Context: an optimization exercise on an open-source flow, tuned for small area. The choices shown serve that exercise and are no tape-out recipe.
The RTL was checked by simulation tests, not by an equivalence proof against the original design.

==> raven: inputs <==
==> flow/design.v <==
`timescale 1ns / 1ps
module counter_toggle(
    input           clk,
    input           rstb,
    input           ena,
    input [31:0]    i_cntMax,
    output reg      o_toggle
    );
    reg [31:0] cnt;
    always @(negedge rstb or posedge clk)begin
        if(!rstb)
            cnt <= 'b0;
        else if(!ena)
            cnt <= 'b0;
        else if(cnt == i_cntMax-1)
            cnt <= 'b0;
        else
            cnt <= cnt+1;
    end
    always@(negedge rstb or posedge clk)begin
        if(!rstb)
            o_toggle <= 0;
        else if(!ena)
            o_toggle <= 0;
        else if(cnt == i_cntMax-1)
            o_toggle <= ~o_toggle;
    end
endmodule
`timescale 1ns / 1ps
module top_ledBlink(
    input       clk,
    input       rstb,
    input [3:0] swt,
    output [3:0] led
);
wire [31:0] w_i_cnt_25M = 32'd25;
wire [31:0] w_i_cnt_50M = 32'd50;
wire [31:0] w_i_cnt_100M = 32'd100;
wire [31:0] w_i_cnt_200M = 32'd200;
counter_toggle
cnt_25M
(
    .clk(clk),
    .rstb(rstb),
    .ena(swt[0]),
    .i_cntMax(w_i_cnt_25M),
    .o_toggle(led[0])
);
counter_toggle
cnt_50M
(
    .clk(clk),
    .rstb(rstb),
    .ena(swt[1]),
    .i_cntMax(w_i_cnt_50M),
    .o_toggle(led[1])
);
counter_toggle
cnt_100M
(
    .clk(clk),
    .rstb(rstb),
    .ena(swt[2]),
    .i_cntMax(w_i_cnt_100M),
    .o_toggle(led[2])
);
counter_toggle
cnt_200M
(
    .clk(clk),
    .rstb(rstb),
    .ena(swt[3]),
    .i_cntMax(w_i_cnt_200M),
    .o_toggle(led[3])
);
endmodule
==> flow/run.sh <==
#!/bin/bash
# synth_recipe.tcl (not shown) runs the flow's synth.tcl, then flattens the netlist and writes it again
# the make line also repeats each setting of config.mk as NAME=value (left out here)
make -C /OpenROAD-flow-scripts/flow DESIGN_CONFIG=/design/flow/config.mk WORK_HOME=/design/flow/orfs CLKGATE_MAP_FILE= SYNTH_SCRIPT=/design/flow/synth_recipe.tcl finish
==> flow/config.mk <==
export PLATFORM = sky130hd
export DESIGN_NAME = top_ledBlink
export DESIGN_NICKNAME = top_ledBlink
export VERILOG_FILES = /design/flow/design.v
export SDC_FILE = /design/flow/constraint.sdc
export NUM_CORES = 4
export LEC_CHECK = 0
export CAP_MARGIN = 20
export CORE_MARGIN = 2
export CORE_UTILIZATION = 40
export SLEW_MARGIN = 20
==> flow/constraint.sdc <==
create_clock -name core_clock -period 5.0 [get_ports {clk}]
set_input_delay 1.0000 -clock core_clock [delete_from_list [all_inputs] [get_ports {clk}]]
set_output_delay 1.0000 -clock core_clock [all_outputs]
set_load 0.01 [all_outputs]
==> inputs of umber, as changes to raven <==
==> flow/design.v (replaced) <==
`timescale 1ns / 1ps
module counter_toggle #(
    parameter N = 25,
    parameter W = 5
)(
    input       clk,
    input       rstb,
    input       ena,
    output reg  o_toggle
);
    reg  [W-1:0] cnt;
    wire tc = (cnt & (N-1)) == (N-1);
    always @(negedge rstb or posedge clk) begin
        if (!rstb)
            cnt <= 0;
        else if (!ena || tc)
            cnt <= 0;
        else
            cnt <= cnt + 1'b1;
    end
    always @(negedge rstb or posedge clk) begin
        if (!rstb)
            o_toggle <= 1'b0;
        else if (!ena)
            o_toggle <= 1'b0;
        else if (tc)
            o_toggle <= ~o_toggle;
    end
endmodule
`timescale 1ns / 1ps
module top_ledBlink(
    input       clk,
    input       rstb,
    input [3:0] swt,
    output [3:0] led
);
counter_toggle #(.N(25),  .W(5)) cnt_25M  (.clk(clk), .rstb(rstb), .ena(swt[0]), .o_toggle(led[0]));
counter_toggle #(.N(50),  .W(6)) cnt_50M  (.clk(clk), .rstb(rstb), .ena(swt[1]), .o_toggle(led[1]));
counter_toggle #(.N(100), .W(7)) cnt_100M (.clk(clk), .rstb(rstb), .ena(swt[2]), .o_toggle(led[2]));
counter_toggle #(.N(200), .W(8)) cnt_200M (.clk(clk), .rstb(rstb), .ena(swt[3]), .o_toggle(led[3]));
endmodule
==> inputs of tundra, as changes to raven <==
==> flow/design.v (replaced) <==
`timescale 1ns / 1ps
module counter_toggle #(
    parameter N = 25,
    parameter W = 5
)(
    input       clk,
    input       rstb,
    input       ena,
    output reg  o_toggle
);
    reg  [W-1:0] cnt;
    wire tc = (cnt & (N-1)) == (N-1);
    always @(negedge rstb or posedge clk) begin
        if (!rstb)
            cnt <= 0;
        else if (!ena || tc)
            cnt <= 0;
        else
            cnt <= cnt + 1'b1;
    end
    always @(negedge rstb or posedge clk) begin
        if (!rstb)
            o_toggle <= 1'b0;
        else if (!ena)
            o_toggle <= 1'b0;
        else if (tc)
            o_toggle <= ~o_toggle;
    end
endmodule
`timescale 1ns / 1ps
module top_ledBlink(
    input       clk,
    input       rstb,
    input [3:0] swt,
    output [3:0] led
);
counter_toggle #(.N(25),  .W(5)) cnt_25M  (.clk(clk), .rstb(rstb), .ena(swt[0]), .o_toggle(led[0]));
counter_toggle #(.N(50),  .W(6)) cnt_50M  (.clk(clk), .rstb(rstb), .ena(swt[1]), .o_toggle(led[1]));
counter_toggle #(.N(100), .W(7)) cnt_100M (.clk(clk), .rstb(rstb), .ena(swt[2]), .o_toggle(led[2]));
counter_toggle #(.N(200), .W(8)) cnt_200M (.clk(clk), .rstb(rstb), .ena(swt[3]), .o_toggle(led[3]));
endmodule
ABC_AREA = 1   (was default)
CTS_BUF_LIST = sky130_fd_sc_hd__clkbuf_4   (was default)
CTS_CLUSTER_DIAMETER = 200   (was default)
CTS_CLUSTER_SIZE = 40   (was default)
==> notes.md <==
- In sequential cell count, umber and tundra do not differ.
- Between tundra and raven, the lower clock-buffer cell count is in tundra (gap 19).
- The highest clock skew belongs to umber, the lowest to raven.
- Between umber and tundra, the lower worst hold slack is in tundra (gap 0.020 ns).
- Maximum frequency, highest first: tundra, umber, raven.
- raven completed with no timing, DRC or antenna violations. tundra passed the timing, DRC and antenna checks. umber finished clean.
- Non-clock buffer count: umber is lower than raven (3).
- The lowest routed wire length belongs to tundra, the highest to raven.

[afterwards: timing with drivers on the ports]
The results above use ideal ports. As a check the final layouts listed here were re-extracted and re-timed, cells and wires unchanged. Step 1, drivers: a clkbuf_16 drives clk and a buf_2 each remaining input, both assumed. Step 2 also shifts input and output timing later by t, the mid clock arrival at the registers, as if the neighbouring blocks saw the same clock. Slacks: ideal / step 1 / step 2; pairs: ideal / step 1.
| run | t, ns | setup WS [ns] | hold slack, ns |
|---|---|---|---|
| raven | 0.457 | 2.495 / 2.495 / 2.495 | 0.454 / 0.454 / 0.454 |
| umber | 0.344 | 2.749 / 2.729 / 3.073 | 0.494 / 0.494 / 0.494 |
| tundra | 0.349 | 2.755 / 2.735 / 2.967 | 0.474 / 0.474 / 0.474 |
After both steps every run listed still meets setup and hold.
